This design comes from an exercise in tuning for small area, a short achievable clock period and few clock cycles per item on the open sky130 flow, not from production work.
The clock port is modelled as an ideal driver, which makes a skipped or thinned clock tree look cheaper than it is; a real chip needs a root buffer or a tree.
Power is estimated from default activity; no workload was simulated.

Setup of JK:
Design Encoder, start of the top module:
module Encoder(clk, reset, start, p_text, m_key, done, c_text);
==> module Encoder, before the edit <==
module Encoder(clk, reset, start, p_text, m_key, done, c_text);
    input clk, reset, start;
    input wire [63:0] p_text;
    input wire [79:0] m_key;
    output reg done;
    output wire [63:0] c_text;
    reg [63:0] t;
    reg [79:0] k;
    reg [4:0]  cnt;
    reg        busy;
    reg [1:0]  busy_k;
    reg [5:0]  idle_r;
    genvar i;
    wire [79:0] w = {k[66:0], k[79:67]};
    reg  [3:0] ks;
    wire [3:0] ksd;
    wire [4:0] rcx;
    generate for (i = 0; i < 5; i = i + 1) begin : rc
        C_xor2 u (.A(cnt[i]), .B(w[59+i]), .X(rcx[i]));
    end endgenerate
    wire [79:0] g = {w[79:64], rcx, w[58:4], ks};
    wire [79:0] kd;
    SBox uk (.x(kd[70:67]), .y(ksd));
    generate for (i = 0; i < 80; i = i + 1) begin : km
        wire n0, n1;
        C_nand2 u0 (.A(g[i]), .B(busy_k[i%2]), .Y(n0));
        C_nand2 u1 (.A(m_key[i]), .B(idle_r[i%2]), .Y(n1));
        C_nand2 u2 (.A(n0), .B(n1), .Y(kd[i]));
    end endgenerate
    wire [63:0] pn, y;
    generate for (i = 0; i < 64; i = i + 1) begin : yk
        C_nand2 u0 (.A(p_text[i]), .B(idle_r[2+i%2]), .Y(pn[i]));
        C_xnor2 u1 (.A(kd[i]), .B(pn[i]), .Y(y[i]));
    end endgenerate
    wire [63:0] b;
    generate for (i = 0; i < 16; i = i + 1) begin : sb
        SBoxG u (.x(t[4*i+3:4*i]), .enn(idle_r[4+i%2]), .y(b[4*i+3:4*i]));
    end endgenerate
    wire [63:0] c, d;
    generate for (i = 0; i < 4; i = i + 1) begin : sh
        assign c[16*i+15:16*i] = {b[16*i+7:16*i+4], b[16*i+3:16*i],
                                  b[16*i+15:16*i+12], b[16*i+11:16*i+8]};
    end endgenerate
    assign d[15:0]  = {c[14:0],  c[15]};
    assign d[31:16] = {c[27:16], c[31:28]};
    assign d[47:32] = {c[40:32], c[47:41]};
    assign d[63:48] = {c[54:48], c[63:55]};
    wire [63:0] tn;
    wire [15:0] e2, e1, a3, a0;
    generate for (i = 0; i < 16; i = i + 1) begin : mx
        C_xor2 x0 (.A(d[32+i]), .B(d[i]),    .X(e2[i]));
        C_xor2 x1 (.A(d[48+i]), .B(d[16+i]), .X(e1[i]));
        C_xor2 x2 (.A(d[48+i]), .B(y[48+i]), .X(a3[i]));
        C_xor2 x3 (.A(d[i]),    .B(y[i]),    .X(a0[i]));
        C_xor2 x4 (.A(a3[i]),   .B(e2[i]),   .X(tn[48+i]));
        C_xor2 x5 (.A(e2[i]),   .B(y[32+i]), .X(tn[32+i]));
        C_xor2 x6 (.A(e1[i]),   .B(y[16+i]), .X(tn[16+i]));
        C_xor2 x7 (.A(a0[i]),   .B(e1[i]),   .X(tn[i]));
    end endgenerate
    assign c_text = t;
    integer j;
    always @(posedge clk) begin
        t <= tn;
        k <= kd;
        ks <= ksd;
        cnt <= busy ? cnt + 5'd1 : 5'd0;
        for (j = 0; j < 2; j = j + 1)
            busy_k[j] <= !reset && (busy_k[j] ? cnt != 5'd24 : start);
        for (j = 0; j < 6; j = j + 1)
            idle_r[j] <= reset || (idle_r[j] ? !start : cnt == 5'd24);
        if (reset) begin
            busy <= 1'b0;
            done <= 1'b0;
        end else if (!busy) begin
            done <= 1'b0;
            busy <= start;
        end else if (cnt == 5'd24) begin
            busy <= 1'b0;
            done <= 1'b1;
        end
    end
endmodule
==> module SBoxN, before the edit <==
module SBoxN(x, yn);
    input [3:0] x;
    output [3:0] yn;
    wire n03, a03, n01, a13, e03, x12, qn, f11, f20, f31, f30;
    C_nor2   g0 (.A(x[0]), .B(x[3]), .Y(n03));
    C_nand2  g1 (.A(x[0]), .B(x[3]), .Y(a03));
    C_nor2   g2 (.A(x[0]), .B(x[1]), .Y(n01));
    C_nand2  g3 (.A(x[1]), .B(x[3]), .Y(a13));
    C_nand2b g4 (.A_N(n03), .B(a03), .Y(e03));    
    C_xor2   g5 (.A(x[1]), .B(x[2]), .X(x12));
    C_nand2  g6 (.A(x[3]), .B(a03), .Y(qn));      
    C_xor2   g7 (.A(x[1]), .B(n03), .X(f11));
    C_xor2   g8 (.A(x[1]), .B(a03), .X(f20));
    C_xnor2  g9 (.A(x[3]), .B(n01), .Y(f31));
    C_xor2   g10 (.A(x[0]), .B(a13), .X(f30));
    C_xor2   g11 (.A(x12), .B(qn), .X(yn[0]));
    C_mux2i  g12 (.A0(e03), .A1(f11), .S(x[2]), .Y(yn[1]));
    C_mux2i  g13 (.A0(f20), .A1(e03), .S(x[2]), .Y(yn[2]));
    C_mux2i  g14 (.A0(f30), .A1(f31), .S(x[2]), .Y(yn[3]));
endmodule
==> flow/config.mk <==
export PLATFORM = sky130hd
export DESIGN_NAME = Encoder
export DESIGN_NICKNAME = Encoder
export VERILOG_FILES = /design/flow/design.v
export SDC_FILE = /design/flow/constraint.sdc
export NUM_CORES = 4
export LEC_CHECK = 0
export CAP_MARGIN = 20
export CORE_MARGIN = 2
export CORE_UTILIZATION = 40
export SETUP_SLACK_MARGIN = 1.9
export SLEW_MARGIN = 20
export SYNTH_HIERARCHICAL = 1
==> flow/constraint.sdc <==
create_clock -name core_clock -period 3.5 [get_ports {clk}]
set_input_delay 0.7000 -clock core_clock [delete_from_list [all_inputs] [get_ports {clk}]]
set_output_delay 0.7000 -clock core_clock [all_outputs]
set_load 0.01 [all_outputs]
standard.sh (not shown) runs the stock make flow with config.mk's settings and CLKGATE_MAP_FILE= SYNTH_SCRIPT=/design/flow/synth_recipe.tcl, a recipe that flattens the netlist after the stock synthesis.
==> flow/flow/run.sh <==
#!/bin/bash
# The standard layout, with plain buf_1 cells as the port buffers and a
# hand-built two-level clock tree (flow/clock_tree.tcl) in place of TritonCTS.
set -uo pipefail
export BUFFER_PORTS_ARGS="-buffer_cell sky130_fd_sc_hd__buf_1"
export PRE_CTS_TCL="$PWD/flow/clock_tree.tcl"
bash standard.sh > standard_flow.log 2>&1
Other scripts of this flow, unchanged in this note and not shown: flow/flow/clock_tree.tcl, flow/flow/clock_tree_lib.tcl
JK ran to completion and came out clean on the timing, design-rule and antenna checks.
Input changes introduced in MS (baseline for comparison: JK):
-- flow/design.v --
<<< JK, line 11
    reg        busy;
    reg [1:0]  busy_k;
    reg [5:0]  idle_r;
    genvar i;
    wire [79:0] w = {k[66:0], k[79:67]};
>>> MS, line 11
    reg        busy;
    reg [1:0]  busy_k;
    reg [3:0]  idle_r;
    genvar i;
    wire [79:0] w = {k[66:0], k[79:67]};
<<< JK, line 36
    wire [63:0] b;
    generate for (i = 0; i < 16; i = i + 1) begin : sb
        SBoxG u (.x(t[4*i+3:4*i]), .enn(idle_r[4+i%2]), .y(b[4*i+3:4*i]));
    end endgenerate
    wire [63:0] c, d;
>>> MS, line 36
    wire [63:0] b;
    generate for (i = 0; i < 16; i = i + 1) begin : sb
        SBoxG u (.x(t[4*i+3:4*i]), .enn(idle_r[2+i%2]), .y(b[4*i+3:4*i]));
    end endgenerate
    wire [63:0] c, d;
<<< JK, line 68
        for (j = 0; j < 2; j = j + 1)
            busy_k[j] <= !reset && (busy_k[j] ? cnt != 5'd24 : start);
        for (j = 0; j < 6; j = j + 1)
            idle_r[j] <= reset || (idle_r[j] ? !start : cnt == 5'd24);
        if (reset) begin
>>> MS, line 68
        for (j = 0; j < 2; j = j + 1)
            busy_k[j] <= !reset && (busy_k[j] ? cnt != 5'd24 : start);
        for (j = 0; j < 4; j = j + 1)
            idle_r[j] <= reset || (idle_r[j] ? !start : cnt == 5'd24);
        if (reset) begin
<<< JK, line 90
    C_nor2   g2 (.A(x[0]), .B(x[1]), .Y(n01));
    C_nand2  g3 (.A(x[1]), .B(x[3]), .Y(a13));
    C_nand2b g4 (.A_N(n03), .B(a03), .Y(e03));    
    C_xor2   g5 (.A(x[1]), .B(x[2]), .X(x12));
    C_nand2  g6 (.A(x[3]), .B(a03), .Y(qn));      
    C_xor2   g7 (.A(x[1]), .B(n03), .X(f11));
    C_xor2   g8 (.A(x[1]), .B(a03), .X(f20));
>>> MS, line 90
    C_nor2   g2 (.A(x[0]), .B(x[1]), .Y(n01));
    C_nand2  g3 (.A(x[1]), .B(x[3]), .Y(a13));
    C_xnor2  g4 (.A(x[0]), .B(x[3]), .Y(e03));
    C_xor2   g5 (.A(x[1]), .B(x[2]), .X(x12));
    C_nand2b g6 (.A_N(x[0]), .B(x[3]), .Y(qn));
    C_xor2   g7 (.A(x[1]), .B(n03), .X(f11));
    C_xor2   g8 (.A(x[1]), .B(a03), .X(f20));
--- outcome ---
Per the comparison of MS with JK, synthesized cell count saw a decrease; global-route usage saw an increase; floorplan die area saw little to no change.
Diff JK -> MS: area used by sequential logic in the layout has decreased; number of sequential storage elements now sits lower; number of placed cells counting well taps has decreased.
The design area of MS and that of JK are within noise of each other.
Between MS and JK, the clock input transition at the sequential cells of the worst setup and hold paths does not differ in any meaningful way.
| time the final worst path needs with I/O delays and setup | MS vs JK | ≈ equal |
Utilization after layout: JK vs MS — no meaningful difference
MS | status: complete | timing, DRC, antenna: pass
Diff MS..JK | total power | negligible
Routed wire in MS totals more than in JK.
When MS is set beside JK, its post-CTS repair timing setup buffer count turns out to be 4 larger.
Going from JK to MS, largest vdd supply drop shrank by a few percent.
No run of this note included a check of the RTL's function; only the layout flow was run. No run of this note takes its clock network from TritonCTS; it comes from the design's own scripts or RTL.

==> port drivers added, routing unchanged <==
The results above use ideal ports. As a check the final layouts listed here were re-extracted and re-timed, cells and wires unchanged. Step 1: set_driving_cell puts a clkbuf_16 on clk and a buf_2 on each other input, an assumption about the parent block. Step 2 times the ports against the registers' clock, not the clock port: input delays grow and output delays shrink by t, the midpoint of the rising clock arrivals with the driver on. a / b / c = ideal ports / drivers / drivers and shift; a / b = the first two.
run	t (ns)	setup WS [ns]	latest minus earliest clock arrival (ns)
JK	0.369	1.905 / 1.825 / 1.848	0.016 / 0.015
MS	0.368	1.907 / 1.828 / 1.814	0.018 / 0.018
After both steps setup and hold are still met in every run listed. The setup slack of MS, which loses most, moves by -0.079 ns with the drivers and by -0.093 ns with both steps.
